Background: an optimization exercise with open tools, aiming at small area. Do not read the settings as production practice. Only simulation tests tie the RTL to the original design; equivalence was not proved. No driver is modelled on the clock port, so clocking that relies on it looks cheaper here than on a real chip. Power figures rest on the tool's default switching activity, not on a simulated workload.

== the baseline ==
## Panorama
module Panorama(SW, KEY, CLOCK_50, LEDR, HEX0, HEX1, HEX2, HEX3, HEX4, HEX5, HEX6, HEX7, LEDG);
    input [17:0] SW;
    input [3:0] KEY;
    input CLOCK_50;
    output [17:0] LEDR;
    output [6:0] HEX0, HEX1, HEX2, HEX3, HEX4, HEX5, HEX6, HEX7;
    output [7:0] LEDG;
    wire clk = CLOCK_50;
    wire resetn = KEY[0];
    wire next = ~KEY[1];
    wire go = ~KEY[3];
    wire hint = SW[17];
    localparam S_WAIT_DEC = 4'd0, S_LD3 = 4'd1, S_LD2 = 4'd2, S_LD1 = 4'd3,
               S_LD0 = 4'd4, S_LDW = 4'd5, S_BWW = 4'd6, S_WB = 4'd7,
               S_WBC = 4'd8, S_WBCW = 4'd9, S_GO = 4'd10, S_GOW = 4'd11,
               S_GOWW = 4'd12, S_RW = 4'd13;
    localparam F_OFF = 2'd0, F_ON = 2'd1, F_CHECK = 2'd2;
    reg [3:0] st;
    reg [1:0] fst;
    reg [3:0] d3, d2, d1, d0;
    reg [2:0] tt;
    reg [3:0] to;
    reg [8:0] rr;
    reg [2:0] ftn;
    reg [9:0] uc;
    reg ft;
    reg timeranout;
    reg result;
    reg [4:0] sct;
    reg [3:0] sco;
    wire chk = (st == S_WB) || (st == S_WBC) || (st == S_WBCW);
    wire chk2 = (st == S_WBC);
    wire over = (st == S_GO);
    wire overwait = (st == S_GOW) || (st == S_GOWW);
    wire reset_digits = (st == S_RW);
    wire [10:0] p3;
    assign p3[0] = (d3[0]);
    assign p3[1] = (d3[1]);
    assign p3[2] = (~d3[2] & d3[0]) | (d3[2] & ~d3[0]);
    assign p3[3] = (~d3[3] & ~d3[2] & ~d3[1] & d3[0]) | (d3[3] & ~d3[0]) | (d3[2] & d3[1]) | (d3[1] & ~d3[0]);
    assign p3[4] = (~d3[3] & ~d3[2] & d3[0]) | (~d3[2] & d3[1]) | (d3[2] & ~d3[1]);
    assign p3[5] = (d3[3]) | (d3[2]) | (d3[1]) | (d3[0]);
    assign p3[6] = (d3[3]) | (d3[2]) | (d3[1]) | (d3[0]);
    assign p3[7] = (d3[3] & ~d3[0]) | (d3[2] & ~d3[0]) | (d3[1] & ~d3[0]);
    assign p3[8] = (d3[3] & ~d3[0]) | (d3[2] & ~d3[1] & ~d3[0]) | (d3[1] & d3[0]);
    assign p3[9] = (d3[3] & ~d3[0]) | (d3[2] & d3[1]) | (d3[2] & d3[0]);
    assign p3[10] = (d3[3] & d3[0]);
    wire [7:0] p2;
    assign p2[0] = (d2[0]);
  ...
Size in the first run: ~640 cells after synthesis, about 4200 um2 of cells after synthesis.
clock: 25.0 ns
lec_check: 0
cap_margin: 20
core_margin: 2
core_utilization: 60
cts_buf_list: sky130_fd_sc_hd__clkbuf_2 sky130_fd_sc_hd__clkbuf_4 sky130_fd_sc_hd__clkbuf_8
slew_margin: 20
standard.sh (not shown) runs the stock make flow with config.mk's settings and CLKGATE_MAP_FILE= SYNTH_SCRIPT=/design/flow/synth_recipe.tcl, a recipe that flattens the netlist after the stock synthesis.
==> flow/flow/run.sh <==
#!/bin/bash
# The standard ORFS layout (standard.sh) with these changes:
#  - synthesis: adders are not extracted into adder cells and ABC maps the logic with an
#    area-oriented script (flow/synth.tcl, flow/area.abc); registers are unchanged;
#  - port buffers are the smallest buffer cell instead of the one buffer_ports picks;
#  - clock tree synthesis adds no dummy loads and uses small clock buffers.
# The output of the whole run goes to flow.log (ORFS keeps each step's log under orfs/logs).
set -euo pipefail
export FLOW_WORK="$PWD"
export FLOW_ABC_SCRIPT="$PWD/flow/area.abc"
export BUFFER_PORTS_ARGS="-buffer_cell sky130_fd_sc_hd__buf_1"
export CTS_ARGS="-sink_clustering_enable -repair_clock_nets -dont_use_dummy_load -root_buf sky130_fd_sc_hd__clkbuf_8 -buf_list {sky130_fd_sc_hd__clkbuf_4}"
bash standard.sh SYNTH_SCRIPT="$PWD/flow/synth.tcl" finish > flow.log 2>&1
==> flow/flow/area.abc <==
&get -n
&st
&deepsyn -T 30
&put
dch
amap
==> flow/flow/synth.tcl <==
# The standard synthesis (the same steps as synth_recipe.tcl) with two differences in the
# combinational logic only:
#  - Yosys's extract_fa is skipped, so adders stay plain gates that ABC can optimise freely;
#  - ABC maps the logic with flow/area.abc (area-oriented) instead of ORFS's speed script.
# Registers are mapped by the standard steps before ABC runs, so they are the standard
# synthesis's own (same names, count and cell types).
proc synth {args} { yosys synth -nofsm -noshare {*}$args }
proc extract_fa {args} { puts "extract_fa skipped" }
proc abc {args} {
  set i [lsearch -exact $args -script]
  if {$i >= 0} { set args [lreplace $args [expr {$i + 1}] [expr {$i + 1}] $::env(FLOW_ABC_SCRIPT)] }
  yosys abc {*}$args
}
source $::env(SCRIPTS_DIR)/synth.tcl
# left out here: clear keep_hierarchy, flatten, clean up, hide names made inside functions, write 1_2_yosys.v
The baseline completed; timing, DRC and antenna clean
Changes in the candidate relative to the baseline:
-- flow/flow/run.sh --
<<< the baseline, line 11
export BUFFER_PORTS_ARGS="-buffer_cell sky130_fd_sc_hd__buf_1"
export CTS_ARGS="-sink_clustering_enable -repair_clock_nets -dont_use_dummy_load -root_buf sky130_fd_sc_hd__clkbuf_8 -buf_list {sky130_fd_sc_hd__clkbuf_4}"
bash standard.sh SYNTH_SCRIPT="$PWD/flow/synth.tcl" finish > flow.log 2>&1
>>> the candidate, line 11
export BUFFER_PORTS_ARGS="-buffer_cell sky130_fd_sc_hd__buf_1"
export CTS_ARGS="-sink_clustering_enable -repair_clock_nets -dont_use_dummy_load -sink_buffer_max_cap_derate 0.3 -buf_list {sky130_fd_sc_hd__clkbuf_4}"
bash standard.sh SYNTH_SCRIPT="$PWD/flow/synth.tcl" finish > flow.log 2>&1
--- outcome ---
On sequential power, the candidate and the baseline are basically level. There was hardly any difference in number of nets at the end of the flow between the candidate and the baseline. Ratio of final minimum period to clock period: the baseline vs the candidate, no meaningful difference. Re floorplan row count: no difference whatsoever between the candidate and the baseline. Looking only at share of the final layout cell area in multi-input gates, and setting everything else aside, the higher value of the candidate and the baseline goes to the candidate.

Panorama, a different RTL version from the one above (not shown whole).
Size in the first run: ~640 cells after synthesis, ~62 flip-flops, roughly 110 I/O pins.
Settings: LEC_CHECK=0, CAP_MARGIN=20, CORE_MARGIN=2, CORE_UTILIZATION=60, CTS_BUF_LIST=sky130_fd_sc_hd__clkbuf_2 sky130_fd_sc_hd__clkbuf_4 sky130_fd_sc_hd__clkbuf_8, SLEW_MARGIN=20; clock period 25.0 ns.
==> flow/flow/run.sh <==
#!/bin/bash
# The standard ORFS layout (standard.sh) with these changes:
#  - synthesis: adders are not extracted into adder cells and ABC maps the logic with an
#    area-oriented script (flow/synth.tcl, flow/area.abc); registers are unchanged;
#  - port buffers are the smallest buffer cell instead of the one buffer_ports picks;
#  - clock tree synthesis adds no dummy loads and uses small clock buffers.
# The output of the whole run goes to flow.log (ORFS keeps each step's log under orfs/logs).
set -euo pipefail
export FLOW_WORK="$PWD"
export FLOW_ABC_SCRIPT="$PWD/flow/area.abc"
export BUFFER_PORTS_ARGS="-buffer_cell sky130_fd_sc_hd__buf_1"
export CTS_ARGS="-sink_clustering_enable -repair_clock_nets -dont_use_dummy_load -buf_list {sky130_fd_sc_hd__clkbuf_2 sky130_fd_sc_hd__clkbuf_4 sky130_fd_sc_hd__clkbuf_8}"
bash standard.sh SYNTH_SCRIPT="$PWD/flow/synth.tcl" finish > flow.log 2>&1
Scripts as last shown in full above: flow/flow/area.abc, flow/flow/synth.tcl
The starting point completed with no timing, DRC or antenna violations.
Edit:
==> flow/flow/run.sh (replaced) <==
#!/bin/bash
# The standard ORFS layout (standard.sh) with these changes:
#  - synthesis: adders are not extracted into adder cells and ABC maps the logic with an
#    area-oriented script (flow/synth.tcl, flow/area.abc); registers are unchanged;
#  - port buffers are the smallest buffer cell instead of the one buffer_ports picks;
#  - clock tree synthesis adds no dummy loads and builds the tree from clkbuf_4 cells, after
#    which the root buffer alone is made a clkbuf_8 (flow/root_buf.tcl).
# Each tool's output goes to a log here: flow_to_cts.log, root_buf.log, flow_finish.log
# (ORFS also keeps each step's log under orfs/logs).
set -euo pipefail
export FLOW_WORK="$PWD"
export FLOW_ABC_SCRIPT="$PWD/flow/area.abc"
export BUFFER_PORTS_ARGS="-buffer_cell sky130_fd_sc_hd__buf_1"
export CTS_ARGS="-sink_clustering_enable -repair_clock_nets -dont_use_dummy_load -buf_list {sky130_fd_sc_hd__clkbuf_4}"
bash standard.sh SYNTH_SCRIPT="$PWD/flow/synth.tcl" cts > flow_to_cts.log 2>&1
export FLOW_CTS_ODB="$PWD/orfs/results/sky130hd/Panorama/base/4_cts.odb"
openroad -no_init -exit "$PWD/flow/root_buf.tcl" > root_buf.log 2>&1
bash standard.sh SYNTH_SCRIPT="$PWD/flow/synth.tcl" finish > flow_finish.log 2>&1
==> flow/flow/root_buf.tcl (new file) <==
# After clock tree synthesis: give the clock tree's root buffer (the one cell the clock port
# drives) a stronger clkbuf, so the small leaf buffers get a sharp input edge, then legalise
# the placement again. Reads and rewrites ORFS's 4_cts.odb.
set odb $::env(FLOW_CTS_ODB)
read_db $odb
set block [ord::get_db_block]
set clk [$block findNet CLOCK_50]
set master [[ord::get_db] findMaster sky130_fd_sc_hd__clkbuf_8]
foreach it [$clk getITerms] {
  if {[$it isInputSignal]} {
    set inst [$it getInst]
    puts "root buffer [$inst getName]: [[$inst getMaster] getName] -> sky130_fd_sc_hd__clkbuf_8"
    $inst swapMaster $master
  }
}
detailed_placement
check_placement -verbose
write_db $odb
After rerunning: Cell area fell by 1.3%. Routed wire length fell by 1.6%. Synthesized cell count rose by 0.63%. Total power rose by 24%. Setup slack improves by 50 ps. Critical path depth fell by 1. Die area hardly moves.

Another version of the RTL of Panorama (not shown whole).
For scale: roughly 720 cells after synthesis, roughly 110 I/O pins, ~0.0055 mm2 of cells after synthesis.
Settings: LEC_CHECK=0, CAP_MARGIN=20, CORE_MARGIN=2, CORE_UTILIZATION=40, SLEW_MARGIN=20; clock period 25.0 ns.
==> flow/flow/run.sh <==
#!/bin/bash
# Standard ORFS layout, but the port buffers are the smallest buffer cell instead of the one
# buffer_ports picks by default; the output of the whole run goes to flow.log.
set -euo pipefail
export BUFFER_PORTS_ARGS="-buffer_cell sky130_fd_sc_hd__buf_1"
bash standard.sh finish > flow.log 2>&1
Edit:
==> flow/run.sh (new file) <==
#!/bin/bash
# synth_recipe.tcl (not shown) runs the flow's synth.tcl, then flattens the netlist and writes it again
# the make line also repeats each setting of config.mk as NAME=value (left out here)
make -C /OpenROAD-flow-scripts/flow DESIGN_CONFIG=/design/flow/config.mk WORK_HOME=/design/flow/orfs CLKGATE_MAP_FILE= SYNTH_SCRIPT=/design/flow/synth_recipe.tcl finish
removed: flow/flow/run.sh
removed: flow/standard.sh
Effect: Via count shrinks by 0.85%. Die area does not change. Power shrinks by 0.60%.
Edit:
==> flow/flow/run.sh (new file) <==
#!/bin/bash
# Standard ORFS layout, but the port buffers are the smallest buffer cell instead of the one
# buffer_ports picks by default; the output of the whole run goes to flow.log.
set -euo pipefail
export BUFFER_PORTS_ARGS="-buffer_cell sky130_fd_sc_hd__buf_1"
bash standard.sh finish > flow.log 2>&1
==> flow/standard.sh (new file) <==
#!/bin/bash
# synth_recipe.tcl (not shown) runs the flow's synth.tcl, then flattens the netlist and writes it again
# the make line also repeats each setting of config.mk as NAME=value (left out here)
make -C /OpenROAD-flow-scripts/flow DESIGN_CONFIG=/design/flow/config.mk WORK_HOME=/design/flow/orfs CLKGATE_MAP_FILE= SYNTH_SCRIPT=/design/flow/synth_recipe.tcl "${@:-finish}"
Settings changed: CTS_BUF_LIST set to sky130_fd_sc_hd__clkbuf_2 sky130_fd_sc_hd__clkbuf_4.
removed: flow/run.sh
After rerunning: Non-clock buffer count goes up by 1. Final area falls by 11%. Via count increases by 1.5%. Cell count climbs by 0.31%. Die area does not change.

## south
Panorama with an RTL version that a note above also has.
Size in the first run: roughly 640 cells after synthesis, roughly 110 I/O pins, ~4200 sq um of cells after synthesis.
clock: 25.0 ns
lec_check: 0
cap_margin: 20
core_margin: 2
core_utilization: 75
cts_buf_list: sky130_fd_sc_hd__clkbuf_2 sky130_fd_sc_hd__clkbuf_4 sky130_fd_sc_hd__clkbuf_8
slew_margin: 20
==> flow/flow/run.sh <==
#!/bin/bash
# The standard ORFS layout (standard.sh) with these changes:
#  - synthesis: adders are not extracted into adder cells and ABC maps the logic with an
#    area-oriented script (flow/synth.tcl, flow/area.abc); registers are unchanged;
#  - port buffers are the smallest buffer cell instead of the one buffer_ports picks;
#  - clock tree synthesis adds no dummy loads and uses small clock buffers.
# The output of the whole run goes to flow.log (ORFS keeps each step's log under orfs/logs).
set -euo pipefail
export FLOW_WORK="$PWD"
export FLOW_ABC_SCRIPT="$PWD/flow/area.abc"
export BUFFER_PORTS_ARGS="-buffer_cell sky130_fd_sc_hd__buf_1"
export CTS_ARGS="-sink_clustering_enable -repair_clock_nets -dont_use_dummy_load -buf_list {sky130_fd_sc_hd__clkbuf_4}"
bash standard.sh SYNTH_SCRIPT="$PWD/flow/synth.tcl" finish > flow.log 2>&1
Scripts as last shown in full above: flow/flow/area.abc, flow/flow/synth.tcl
For west, these inputs were changed with respect to south:
# south
export LEC_CHECK = 0
export CAP_MARGIN = 20
export CORE_MARGIN = 2
export CORE_UTILIZATION = 75
export CTS_BUF_LIST = sky130_fd_sc_hd__clkbuf_2 sky130_fd_sc_hd__clkbuf_4 sky130_fd_sc_hd__clkbuf_8
export SLEW_MARGIN = 20
create_clock -name core_clock -period 25.0 [get_ports {CLOCK_50}]
# west
export LEC_CHECK = 0
export CAP_MARGIN = 20
export CORE_MARGIN = 2
export CORE_UTILIZATION = 60
export CTS_BUF_LIST = sky130_fd_sc_hd__clkbuf_2 sky130_fd_sc_hd__clkbuf_4 sky130_fd_sc_hd__clkbuf_8
export SLEW_MARGIN = 20
create_clock -name core_clock -period 25.0 [get_ports {CLOCK_50}]
diff --git a/flow/flow/run.sh b/flow/flow/run.sh
--- a/flow/flow/run.sh
+++ b/flow/flow/run.sh
@@ -12 +12 @@
-export CTS_ARGS="-sink_clustering_enable -repair_clock_nets -dont_use_dummy_load -buf_list {sky130_fd_sc_hd__clkbuf_4}"
+export CTS_ARGS="-sink_clustering_enable -repair_clock_nets -dont_use_dummy_load -sink_clustering_size 32 -sink_clustering_max_diameter 300 -buf_list {sky130_fd_sc_hd__clkbuf_8}"
--- outcome ---
south ran to completion and came out clean on the timing, DRC and antenna checks. west: all stages complete, timing, DRC and antenna checks passed. Measured against each other, south and west differ in utilization, the higher figure coming from south. south was routed with more vias than west. Looking at end point of the critical path, the LEDR[1] result is from south; the LEDR[3] one comes from west. [west] synthesis-to-layout area growth rose 2.2 points relative to south.

old:
Another version of the RTL of Panorama (not shown whole).
Size in the first run: ~63 flip-flops, roughly 110 I/O pins.
export LEC_CHECK = 0
export CAP_MARGIN = 20
export CORE_MARGIN = 2
export CORE_UTILIZATION = 80
export CTS_BUF_LIST = sky130_fd_sc_hd__clkbuf_2 sky130_fd_sc_hd__clkbuf_4 sky130_fd_sc_hd__clkbuf_8
export SLEW_MARGIN = 20
create_clock -name core_clock -period 25.0 [get_ports {CLOCK_50}]
==> flow/flow/run.sh <==
#!/bin/bash
# Standard ORFS layout, but the port buffers are the smallest buffer cell instead of the one
# buffer_ports picks by default; the output of the whole run goes to flow.log.
set -euo pipefail
export BUFFER_PORTS_ARGS="-buffer_cell sky130_fd_sc_hd__buf_1"
bash standard.sh finish > flow.log 2>&1
Here is what was changed in the inputs of new compared with old.
- CORE_UTILIZATION changed from 80 to 60
[summary]
- On final setup slack of the worst path: between old and new, it ends up higher for new.
- new vs. old: area occupied by multi-input gates ~0 delta; post-placement cell area +about 0.66%.
- Sort old and new by overall die width desc -> top: new
- From old to new, critical-path maximum fanout did not move at all.
- Compared with old, in new total power shows a reduction of 1.8%, worst hold slack shows an increase of 4.9 ps, multi-input gate share of total cell area shows a reduction of 0.25 points, synthesis-to-layout area growth shows an increase of 0.66 points.

## what the ideal ports hide
In the flow no input, the clock included, has a driving cell. The finished layouts below were timed again as built, in two steps.
Step 1 assumes that a clkbuf_16 drives the clock port and a buf_2 every other input.
Step 2 also shifts input and output timing later by t, the mid clock arrival at the registers, as if the neighbouring blocks saw the same clock.
Three values: no drivers, after step 1, after step 2; two values: the first two.
| run | t, ns | slack for setup (ns) | hold slack, ns |
|---|---|---|---|
| the baseline | 0.368 | 13.813 / 13.780 / 13.780 | 0.454 / 0.454 / 0.454 |
| the candidate | 0.430 | 13.827 / 13.795 / 13.795 | 0.455 / 0.455 / 0.455 |
| the first run of note 2 | 0.363 | 13.657 / 13.638 / 13.638 | 0.447 / 0.447 / 0.447 |
| the second run of note 2 | 0.363 | 13.707 / 13.671 / 13.671 | 0.443 / 0.443 / 0.443 |
| the first run of note 3 | 0.370 | 13.816 / 13.793 / 13.793 | 0.449 / 0.449 / 0.449 |
| the second run of note 3 | 0.362 | 13.069 / 13.041 / 13.041 | 0.449 / 0.449 / 0.449 |
| the third run of note 3 | 0.446 | 13.809 / 13.786 / 13.786 | 0.456 / 0.456 / 0.456 |
| south | 0.440 | 13.764 / 13.739 / 13.739 | 0.460 / 0.460 / 0.460 |
| west | 0.364 | 13.793 / 13.770 / 13.770 | 0.439 / 0.439 / 0.439 |
| old | 0.383 | 13.661 / 13.629 / 13.878 | 0.465 / 0.465 / 0.465 |
| new | 0.376 | 13.790 / 13.758 / 13.922 | 0.470 / 0.470 / 0.470 |
After both steps setup and hold are still met in every run listed. For the second run of note 2, which loses most, drivers alone change the setup slack by -0.036 ns; drivers and shift together by -0.036 ns.
